Context: an optimization exercise on an open-source flow, tuned for small area. The choices shown serve that exercise and are no tape-out recipe.
In this exercise RTL edits were held to simulation tests only and were not proved equivalent to the original.
The flow treats the clock pin as an ideal source. Dropping or thinning the clock tree relies on that and would not hold on a real chip.
No activity file was given, so power comes from the tool's default toggle rates.

==> umber <==
Design dcsg, start of the top module:
module dcsg #(parameter CLK = 3579545)
	(clk, reset, wr, data, sound_out);
input clk, reset, wr;
input [7:0] data;
output [15:0] sound_out;
reg [2:0] last;
reg fb;
reg [3:0] att_n[0:3];
wire [2:0] regsel = data[7] ? data[6:4] : last;
integer k;
wire [3:0] att_d = ~data[3:0] & {4{~reset}};
wire att_w = wr & data[7] & data[4];
always @(posedge clk)
	if (reset) begin
		last <= 0;
		fb <= 0;
	end
	else if (wr & data[7]) begin
		last <= data[6:4];
		if (~data[4] & &data[6:5]) fb <= data[2];
	end
always @(posedge clk)
	for (k = 0; k < 4; k = k + 1)
		if (reset | att_w & data[6:5] == k) att_n[k] <= att_d;
reg [1:0] divcnt, i;
wire step = ~|divcnt;
always @(posedge clk)
	if (reset) begin
		divcnt <= 0;
		i <= 0;
	end
	else begin
		divcnt <= { divcnt[1] ^ ~divcnt[0], ~divcnt[0] };
		if (step) i <= { i[1] ^ i[0], ~i[0] };
	end
reg pv, plo;
reg [6:0] pd;
reg [10:0] p0, p1, p2;
reg [1:0] nf;
reg z;
wire pnoise = &last[2:1];
wire pdefer = last[2] & ~last[1] & (divcnt == 2'd1) & (&i);
always @(posedge clk)
	if (reset) pv <= 0;
	else if (wr) pv <= ~regsel[0] & (data[7] | ~&regsel[2:1]);
	else if (~pdefer) pv <= 0;
always @(posedge clk)
	if (wr) begin
		plo <= data[7];
		pd <= data[6:0];
	end
wire apply = pv & ~pdefer;
wire [6:0] pdr = pd & {7{~reset}};
wire [2:0] psel = { last[2:1], plo };
always @(posedge clk)
	if (reset) begin
		nf <= 0;
		z <= 1;
	end
	else if (apply & pnoise) begin
		nf <= pd[1:0];
		z <= 0;
	end
always @(posedge clk) begin
	if (reset | apply & psel == 3'b000) p0[10:4] <= pdr;
	if (reset | apply & psel == 3'b001) p0[3:0] <= pdr[3:0];
	if (reset | apply & psel == 3'b010) p1[10:4] <= pdr;
  ...
==> flow/config.mk <==
export PLATFORM = sky130hd
export DESIGN_NAME = dcsg
export DESIGN_NICKNAME = dcsg
export VERILOG_FILES = /design/flow/design.v
export SDC_FILE = /design/flow/constraint.sdc
export NUM_CORES = 4
export LEC_CHECK = 0
export CAP_MARGIN = 20
export CORE_MARGIN = 2
export CORE_UTILIZATION = 60
export CTS_BUF_LIST = sky130_fd_sc_hd__clkbuf_8
export PLACE_DENSITY = 0.75
export SLEW_MARGIN = 20
==> flow/constraint.sdc <==
create_clock -name core_clock -period 5.0 [get_ports {clk}]
set_input_delay 1.0000 -clock core_clock [delete_from_list [all_inputs] [get_ports {clk}]]
set_output_delay 1.0000 -clock core_clock [all_outputs]
set_load 0.01 [all_outputs]
standard.sh (not shown) runs the stock make flow with config.mk's settings and CLKGATE_MAP_FILE= SYNTH_SCRIPT=/design/flow/synth_recipe.tcl, a recipe that flattens the netlist after the stock synthesis.
==> flow/flow/run.sh <==
#!/bin/bash
# The standard layout (the standard.sh, ORFS on sky130hd), with two changes:
# the port buffers are the smallest buffer, and the clock tree is built by
# cts.tcl (one small root buffer and six leaf buffers) in place of ORFS's CTS.
# Logs: standard_place.log and standard.log (make), cts.log (clock tree),
# and ORFS's own logs in orfs/logs.
set -euo pipefail
ARGS=("BUFFER_PORTS_ARGS=-inputs -outputs -buffer_cell sky130_fd_sc_hd__buf_1")
bash standard.sh "${ARGS[@]}" place > standard_place.log 2>&1
RESULTS=$PWD/orfs/results/sky130hd/dcsg/base NBUF=6 \
	CBUF=sky130_fd_sc_hd__clkbuf_16 RBUF=sky130_fd_sc_hd__clkbuf_4 CLKNET=clk \
	openroad -no_init -exit flow/cts.tcl > cts.log 2>&1
bash standard.sh "${ARGS[@]}" finish > standard.log 2>&1
==> flow/flow/clock_tree.tcl <==
# Clock tree by hand: the clock port drives one RBUF buffer, which drives NBUF
# buffers of type CBUF, each driving the flip-flops nearest to it.
set nbuf $::env(NBUF)
set cbuf $::env(CBUF)
set block [ord::get_db_block]
set clknet [$block findNet $::env(CLKNET)]
set master [[ord::get_db] findMaster $cbuf]
# the clock sinks and their locations
set sinks {}
foreach it [$clknet getITerms] {
  set inst [$it getInst]
  set bb [$inst getBBox]
  lappend sinks [list $it [expr {([$bb xMin] + [$bb xMax]) / 2}] [expr {([$bb yMin] + [$bb yMax]) / 2}]]
}
puts "clock sinks: [llength $sinks]"
# k-means on the sink locations, seeded along the diagonal
set cx {}; set cy {}
set xs [lsort -integer [lmap s $sinks {lindex $s 1}]]
set ys [lsort -integer [lmap s $sinks {lindex $s 2}]]
set n [llength $sinks]
for {set k 0} {$k < $nbuf} {incr k} {
  set q [expr {int(($k + 0.5) * $n / $nbuf)}]
  lappend cx [lindex $xs $q]
  lappend cy [lindex $ys [expr {$n - 1 - $q}]]
}
# balanced assignment: each cluster takes at most ceil(n / nbuf) sinks
set cap [expr {($n + $nbuf - 1) / $nbuf}]
for {set iter 0} {$iter < 30} {incr iter} {
  set pairs {}
  set si 0
  foreach s $sinks {
    for {set k 0} {$k < $nbuf} {incr k} {
      set d [expr {abs([lindex $s 1] - [lindex $cx $k]) + abs([lindex $s 2] - [lindex $cy $k])}]
      lappend pairs [list $d $si $k]
    }
    incr si
  }
  set pairs [lsort -integer -index 0 $pairs]
  set asg [lrepeat $n -1]
  set cnt [lrepeat $nbuf 0]
  foreach p $pairs {
    lassign $p d si k
    if {[lindex $asg $si] >= 0 || [lindex $cnt $k] >= $cap} continue
    lset asg $si $k
    lset cnt $k [expr {[lindex $cnt $k] + 1}]
  }
  set sx [lrepeat $nbuf 0]; set sy [lrepeat $nbuf 0]
  for {set si 0} {$si < $n} {incr si} {
    set k [lindex $asg $si]
    lset sx $k [expr {[lindex $sx $k] + [lindex $sinks $si 1]}]
    lset sy $k [expr {[lindex $sy $k] + [lindex $sinks $si 2]}]
  }
  for {set k 0} {$k < $nbuf} {incr k} {
    if {[lindex $cnt $k] > 0} {
      lset cx $k [expr {[lindex $sx $k] / [lindex $cnt $k]}]
      lset cy $k [expr {[lindex $sy $k] / [lindex $cnt $k]}]
    }
  }
}
puts "cluster sizes: $cnt"
# the root buffer, at the middle of the leaf buffers, between the port and the leaves
set rmaster [[ord::get_db] findMaster $::env(RBUF)]
set root [odb::dbInst_create $block $rmaster clkbuf_hand_root]
set rnet [odb::dbNet_create $block clknet_hand_root]
$rnet setSigType CLOCK
[$root findITerm A] connect $clknet
[$root findITerm X] connect $rnet
set mx 0; set my 0
for {set k 0} {$k < $nbuf} {incr k} { set mx [expr {$mx + [lindex $cx $k]}]; set my [expr {$my + [lindex $cy $k]}] }
$root setLocation [expr {$mx / $nbuf}] [expr {$my / $nbuf}]
$root setPlacementStatus PLACED
# make the leaf buffers and move the sinks onto them
for {set k 0} {$k < $nbuf} {incr k} {
  set inst [odb::dbInst_create $block $master clkbuf_hand_$k]
  set net [odb::dbNet_create $block clknet_hand_$k]
  $net setSigType CLOCK
  [$inst findITerm A] connect $rnet
  [$inst findITerm X] connect $net
  $inst setLocation [lindex $cx $k] [lindex $cy $k]
  $inst setPlacementStatus PLACED
  lappend nets $net
}
for {set si 0} {$si < $n} {incr si} {
  set it [lindex $sinks $si 0]
  set k [lindex $asg $si]
  $it disconnect
  $it connect [lindex $nets $k]
}
==> flow/flow/cts.tcl <==
# Replaces ORFS's clock tree synthesis step: reads the placed design, builds
# the clock tree by hand (clock_tree.tcl), legalizes, and writes the files
# the rest of the standard flow reads.
set plat $::env(FLOW_HOME)/platforms/sky130hd
set res $::env(RESULTS)
read_lef $plat/lef/sky130_fd_sc_hd.tlef
read_lef $plat/lef/sky130_fd_sc_hd_merged.lef
read_liberty $plat/lib/sky130_fd_sc_hd__tt_025C_1v80.lib
read_db $res/3_place.odb
read_sdc $res/3_place.sdc
source $plat/setRC.tcl
source [file dirname [info script]]/clock_tree.tcl
detailed_placement
check_placement -verbose
set_propagated_clock [all_clocks]
estimate_parasitics -placement
report_clock_skew
report_worst_slack -max
report_worst_slack -min
unset_propagated_clock [all_clocks]
write_db $res/4_1_cts.odb
write_sdc -no_timestamp $res/4_cts.sdc
==> amber (differences from umber) <==
--- a/flow/design.v
+++ b/flow/design.v
@@ -115,15 +115,15 @@
 	r[4] <= load ? nxt[2:0] : r[3];
 	for (k = 5; k < 16; k = k + 1) r[k] <= r[k - 1];
 end
 reg [15:0] acc, sound_out;
 wire [12:0] level = tbl(att_n[i]);
 wire [15:0] acc_b = |i ? acc : 16'h0000;
 wire sub = step & ~out;
-wire [15:0] acc_y = { 2'b00, step & out, (step ? level : 13'h0000) ^ {13{sub}} };
+wire [15:0] acc_y = { 3'b000, step ? level : 13'h0000 } ^ {16{sub}};
 wire [15:0] acc_d;
 wire [15:0] ag = acc_b & acc_y;
 wire [15:0] ap = acc_b ^ acc_y;
 wire g_0_0 = ag[0] | ap[0] & sub;
 wire g_1_0 = ag[1] | ap[1] & g_0_0;
 wire g_3_2 = ag[3] | ap[3] & ag[2];
 wire p_3_2 = ap[3] & ap[2];
@@ -183,13 +183,13 @@
 	if (reset) begin
 		fr <= 1;
 		sound_out <= 0;
 		lfsr <= 15'b1;
 	end
 	else begin
 		if ((divcnt == 2'd1) & (&i)) fr <= 0;
-		if (step & (&i)) sound_out <= { ~acc_d[15], acc_d[14:0] };
+		if (step & (&i)) sound_out <= acc_d;
 		if (step & wr & regsel == 3'b110) lfsr <= 15'b1;
 		else if (step & trig & (&i))
 			lfsr <= { lfsr[13:0], lfsr[14] ^ lfsr[13] & fb };
 	end
 endmodule
==> flow/flow/run.sh (replaced) <==
#!/bin/bash
# The standard layout (the standard.sh, ORFS on sky130hd), with two changes:
# the port buffers are the smallest buffer, and clock tree synthesis adds no
# dummy loads. Each tool's output is in orfs/logs; make's output in standard.log.
set -euo pipefail
bash standard.sh \
	"BUFFER_PORTS_ARGS=-inputs -outputs -buffer_cell sky130_fd_sc_hd__buf_1" \
	"CTS_ARGS=-sink_clustering_enable -repair_clock_nets -buf_list sky130_fd_sc_hd__clkbuf_8 -dont_use_dummy_load" \
	finish > standard.log 2>&1
--- a/flow/config.mk
+++ b/flow/config.mk
@@ -5,9 +5,8 @@
 export SDC_FILE = /design/flow/constraint.sdc
 export NUM_CORES = 4
 export LEC_CHECK = 0
 export CAP_MARGIN = 20
 export CORE_MARGIN = 2
 export CORE_UTILIZATION = 60
 export CTS_BUF_LIST = sky130_fd_sc_hd__clkbuf_8
-export PLACE_DENSITY = 0.75
 export SLEW_MARGIN = 20
removed: flow/flow/clock_tree.tcl
removed: flow/flow/cts.tcl
==> fjord (differences from umber) <==
--- a/flow/config.mk
+++ b/flow/config.mk
@@ -5,9 +5,8 @@
 export SDC_FILE = /design/flow/constraint.sdc
 export NUM_CORES = 4
 export LEC_CHECK = 0
 export CAP_MARGIN = 20
 export CORE_MARGIN = 2
 export CORE_UTILIZATION = 60
 export CTS_BUF_LIST = sky130_fd_sc_hd__clkbuf_8
-export PLACE_DENSITY = 0.75
 export SLEW_MARGIN = 20
==> results.txt <==
In sequential cell count, fjord and amber do not differ.
First-iteration DRC count: umber is higher than fjord (7.0%).
Maximum frequency: umber > fjord > amber.
Worst hold slack, lowest first: amber, umber, fjord.
The lowest global-route usage belongs to umber, the highest to amber.
The highest via count belongs to amber, the lowest to fjord.
Cell area: amber > umber > fjord.
Of amber and umber, amber has the higher total power (gap about 11%, measured against umber).
In umber and fjord the design's own scripts or RTL, not TritonCTS, make the clock network.

==> re-timing with driven ports <==
In the flow no input, the clock included, has a driving cell. The finished layouts below were timed again as built, in two steps.
Step 1: set_driving_cell puts a clkbuf_16 on clk and a buf_2 on each other input, an assumption about the parent block.
Step 2 also shifts input and output timing later by t, the mid clock arrival at the registers, as if the neighbouring blocks saw the same clock.
Three values: no drivers, after step 1, after step 2; two values: the first two.
| run | t, ns | setup slack, ns | worst hold slack (ns) | worst setup path at the end | slew at the worst register clock pin (ns) |
|---|---|---|---|---|---|
| umber | 0.550 | 0.432 / 0.432 / 0.432 | 0.333 / 0.333 / 0.333 | register to register | 0.10 / 0.10 |
| amber | 0.477 | 0.200 / 0.200 / 0.200 | 0.318 / 0.318 / 0.318 | register to register | 0.08 / 0.08 |
| fjord | 0.550 | 0.389 / 0.389 / 0.389 | 0.334 / 0.334 / 0.334 | register to register | 0.11 / 0.11 |
After both steps setup and hold are still met in every run listed.
